Background: an optimization exercise with open tools, aiming at small area. Do not read the settings as production practice. At most, simulation tests tie the RTL to the original design; equivalence was not proved. The clock input has no modelled driver; a real chip could not lean on it and would need a root buffer or a full tree. Power figures rest on the tool's default switching activity, not on a simulated workload.

// formula
module formula # (
	parameter LEN = 8
) (
	input                         clk,
	input                         rst,
	input  signed [    LEN - 1:0] a,
	input  signed [    LEN - 1:0] b,
	input  signed [    LEN - 1:0] c,
	input  signed [    LEN - 1:0] d,
	input                         input_vld,
	output signed [3 * LEN - 1:0] res,
	output                        res_overflow,
	output                        output_vld
);
Size: roughly 99 flip-flops, about 61 I/O pins, ~4600 um2 of cells after synthesis.
Settings: LEC_CHECK=0, CAP_MARGIN=0, CORE_MARGIN=2, CORE_UTILIZATION=40, GPL_TIMING_DRIVEN=0, SLEW_MARGIN=0, SYNTH_HIERARCHICAL=1; clock period 6.0 ns.
standard.sh (not shown) runs the stock make flow with config.mk's settings and CLKGATE_MAP_FILE= SYNTH_SCRIPT=/design/flow/synth_recipe.tcl, a recipe that flattens the netlist after the stock synthesis.
==> flow/flow/run.sh <==
#!/bin/bash
# The standard layout (the standard.sh) with these ORFS settings:
# synthesis buffers removed at floorplan, the smallest buffer on each port,
# and a hand-built one-level clock tree (flow/manual_cts.tcl) in place of CTS.
set -e
here=$(pwd)
bash standard.sh REMOVE_ABC_BUFFERS=1 BUFFER_PORTS_ARGS="-buffer_cell sky130_fd_sc_hd__buf_1" \
  PRE_CTS_TCL=$here/flow/manual_cts.tcl finish > standard.log 2>&1
==> flow/flow/manual_cts.tcl <==
# Clock tree built by hand before CTS: the clock port drives NGROUP clock buffers,
# each of which drives the registers of one placement region. All registers sit
# at the same depth (one buffer) so the tree is balanced.
set ngx 2
set ngy 2
set bufcell sky130_fd_sc_hd__clkbuf_16
set db [ord::get_db]
set block [ord::get_db_block]
set master [$db findMaster $bufcell]
set clk_net [$block findNet clk]
set sinks {}
foreach it [$clk_net getITerms] {
  set inst [$it getInst]
  set bb [$inst getBBox]
  set x [expr {([$bb xMin] + [$bb xMax]) / 2}]
  set y [expr {([$bb yMin] + [$bb yMax]) / 2}]
  lappend sinks [list $it $x $y]
}
puts "manual CTS: [llength $sinks] sinks"
set n [llength $sinks]
set byx [lsort -integer -index 1 $sinks]
set per_col [expr {($n + $ngx - 1) / $ngx}]
set g 0
for {set cx 0} {$cx < $ngx} {incr cx} {
  set col [lrange $byx [expr {$cx * $per_col}] [expr {($cx + 1) * $per_col - 1}]]
  set byy [lsort -integer -index 2 $col]
  set m [llength $byy]
  set per_row [expr {($m + $ngy - 1) / $ngy}]
  for {set cy 0} {$cy < $ngy} {incr cy} {
    set grp [lrange $byy [expr {$cy * $per_row}] [expr {($cy + 1) * $per_row - 1}]]
    if {[llength $grp] == 0} { continue }
    set sx 0; set sy 0
    foreach s $grp { incr sx [lindex $s 1]; incr sy [lindex $s 2] }
    set mx [expr {$sx / [llength $grp]}]
    set my [expr {$sy / [llength $grp]}]
    set inst [odb::dbInst_create $block $master "clkbuf_man_$g"]
    set net [odb::dbNet_create $block "clknet_man_$g"]
    $net setSigType CLOCK
    [$inst findITerm A] connect $clk_net
    [$inst findITerm X] connect $net
    foreach s $grp {
      set it [lindex $s 0]
      $it disconnect
      $it connect $net
    }
    $inst setLocation $mx $my
    $inst setPlacementStatus PLACED
    puts "manual CTS: buffer $g drives [llength $grp] sinks at ($mx, $my)"
    incr g
  }
}
# the tree is in place; the flow's clock_tree_synthesis call is skipped
proc clock_tree_synthesis {args} { puts "clock_tree_synthesis skipped: manual clock tree" }
Then changed:
--- a/flow/design.v
+++ b/flow/design.v
@@ -394,66 +394,66 @@
 	fa_bit u175 (.a(s173), .b(c170), .ci(s174), .s(s175), .co(c175));
 	fa_bit u176 (.a(pp93), .b(pp101), .ci(pp109), .s(s176), .co(c176));
 	fa_bit u177 (.a(pp116), .b(c172), .ci(s176), .s(s177), .co(c177));
 	fa_bit u178 (.a(c173), .b(s177), .ci(c174), .s(s178), .co(c178));
 	fa_bit u179 (.a(pp102), .b(pp110), .ci(pp117), .s(s179), .co(c179));
 	fa_bit u180 (.a(c176), .b(s179), .ci(c177), .s(s180), .co(c180));
 	fa_bit u181 (.a(pp111), .b(pp118), .ci(c179), .s(s181), .co(c181));
 	ha_bit u182 (.a(pp41), .b(pp49), .s(s182), .co(c182));
 	ha_bit u183 (.a(s146), .b(c139), .s(s183), .co(c183));
 	fa_bit u184 (.a(c146), .b(s153), .ci(c183), .s(s184), .co(c184));
-	ha_bit u185 (.a(c153), .b(s160), .s(s185), .co(c185));
+	fa_bit u185 (.a(c153), .b(s160), .ci(c184), .s(s185), .co(c185));
 	fa_bit u186 (.a(c160), .b(s166), .ci(c185), .s(s186), .co(c186));
 	fa_bit u187 (.a(c166), .b(s171), .ci(c186), .s(s187), .co(c187));
-	fa_bit u188 (.a(c171), .b(s175), .ci(c187), .s(s188), .co(c188));
+	ha_bit u188 (.a(c171), .b(s175), .s(s188), .co(c188));
 	fa_bit u189 (.a(c175), .b(s178), .ci(c188), .s(s189), .co(c189));
 	fa_bit u190 (.a(s180), .b(c178), .ci(c189), .s(s190), .co(c190));
 	fa_bit u191 (.a(s181), .b(c180), .ci(c190), .s(s191), .co(c191));
 	assign s192 = pp119 ^ c181 ^ c191;
 	logic [16:0] s2;
 	always_ff @(posedge clk)
 		s2  <= ({s192, s191, s190, s189, s188, s187, s186, s185, s184, s183, s139, s133, s128, s124, s121, s182, pp40} | {1'b0, {3{ov1}}, 13'd0}) & {~ov1, 16'hffff};
 	logic [1:0] bc2;
 	always_ff @(posedge clk)
-		bc2 <= {c184, c182} & {2{~ov1}};
+		bc2 <= {c187, c182} & {2{~ov1}};
 	wire sg193;
 	wire k194;
 	wire s195, c195;
 	wire s196, c196;
 	wire s197, c197;
 	wire s198, c198;
 	wire s199, c199;
 	wire s200, c200;
 	wire s201, c201;
 	wire s202, c202;
 	wire s203, c203;
 	wire s204, c204;
 	wire s205, c205;
 	wire s206, c206;
 	wire s207, c207;
 	wire s208, c208;
 	wire s209, c209;
 	wire s210;
-	assign sg193 = s2[16] ^ (s2[15] & (s2[14] & (s2[13] & (s2[12] & (s2[11] & (s2[10] & ((s2[9] & (s2[8] & (s2[7] & (s2[6] & (s2[5] & (s2[4] & (s2[3] & (s2[2] & bc2[0])))))))) | (s2[9] & bc2[1]) | ((s2[8] & (s2[7] & (s2[6] & (s2[5] & (s2[4] & (s2[3] & (s2[2] & bc2[0]))))))) & bc2[1]))))))));
+	assign sg193 = s2[16] ^ (s2[15] & (s2[14] & (s2[13] & ((s2[12] & (s2[11] & (s2[10] & (s2[9] & (s2[8] & (s2[7] & (s2[6] & (s2[5] & (s2[4] & (s2[3] & (s2[2] & bc2[0]))))))))))) | (s2[12] & bc2[1]) | ((s2[11] & (s2[10] & (s2[9] & (s2[8] & (s2[7] & (s2[6] & (s2[5] & (s2[4] & (s2[3] & (s2[2] & bc2[0])))))))))) & bc2[1])))));
 	assign k194 = s2[0] & sg193;
 	ha_bit u195 (.a(s2[1]), .b(k194), .s(s195), .co(c195));
 	fa_bit u196 (.a(s2[2]), .b(c195), .ci(bc2[0]), .s(s196), .co(c196));
 	ha_bit u197 (.a(s2[3]), .b(c196), .s(s197), .co(c197));
 	ha_bit u198 (.a(s2[4]), .b(c197), .s(s198), .co(c198));
 	ha_bit u199 (.a(s2[5]), .b(c198), .s(s199), .co(c199));
 	ha_bit u200 (.a(s2[6]), .b(c199), .s(s200), .co(c200));
 	ha_bit u201 (.a(s2[7]), .b(c200), .s(s201), .co(c201));
 	ha_bit u202 (.a(s2[8]), .b(c201), .s(s202), .co(c202));
-	fa_bit u203 (.a(s2[9]), .b(c202), .ci(bc2[1]), .s(s203), .co(c203));
+	ha_bit u203 (.a(s2[9]), .b(c202), .s(s203), .co(c203));
 	ha_bit u204 (.a(s2[10]), .b(c203), .s(s204), .co(c204));
 	ha_bit u205 (.a(s2[11]), .b(c204), .s(s205), .co(c205));
-	ha_bit u206 (.a(s2[12]), .b(c205), .s(s206), .co(c206));
+	fa_bit u206 (.a(s2[12]), .b(c205), .ci(bc2[1]), .s(s206), .co(c206));
 	ha_bit u207 (.a(s2[13]), .b(c206), .s(s207), .co(c207));
 	ha_bit u208 (.a(s2[14]), .b(c207), .s(s208), .co(c208));
 	ha_bit u209 (.a(s2[15]), .b(c208), .s(s209), .co(c209));
 	assign s210 = s2[16] ^ c209;
 	logic [15:0] r3, r4, r5;
 	always_ff @(posedge clk) begin
 		r3 <= {s210, s209, s208, s207, s206, s205, s204, s203, s202, s201, s200, s199, s198, s197, s196, s195};
 		r4 <= r3;
 		r5 <= r4;
 	end
After rerunning:
- The new run passed the timing, DRC and antenna checks
- routed wire length goes up by 2.8%
- synthesized cell count barely changes
- worst setup slack gains 0.59 ns
- sequential power hardly moves
- cell area stays flat
- worst hold slack hardly moves
- via count is lower by 0.50%
- synthesized area stays flat
- clock power goes up by about 2%
- combinational power is about the same
For the first run of this note, only the layout was checked, not whether the RTL still works. No run of this note takes its clock network from TritonCTS; it comes from the design's own scripts or RTL.

re-timing with driven ports:
How much do the figures lean on ideal ports? The routed layouts below were timed once more, with nothing changed but the port constraints. Step 1, drivers: a clkbuf_16 drives clk and a buf_2 each remaining input, both assumed. Step 2 also shifts input and output timing later by t, the mid clock arrival at the registers, as if the neighbouring blocks saw the same clock. Slacks: ideal / step 1 / step 2; pairs: ideal / step 1.
| run | t, ns | slack for setup (ns) | hold slack, ns | worst setup path after step 2 | latest minus earliest clock arrival (ns) |
|---|---|---|---|---|---|
| the first run | 0.235 | 0.251 / 0.251 / 0.251 | 0.332 / 0.332 / 0.332 | register to register | 0.008 / 0.008 |
| the second run | 0.225 | 0.845 / 0.845 / 0.845 | 0.331 / 0.331 / 0.331 | register to register | 0.018 / 0.018 |
After both steps every run listed still meets setup and hold.
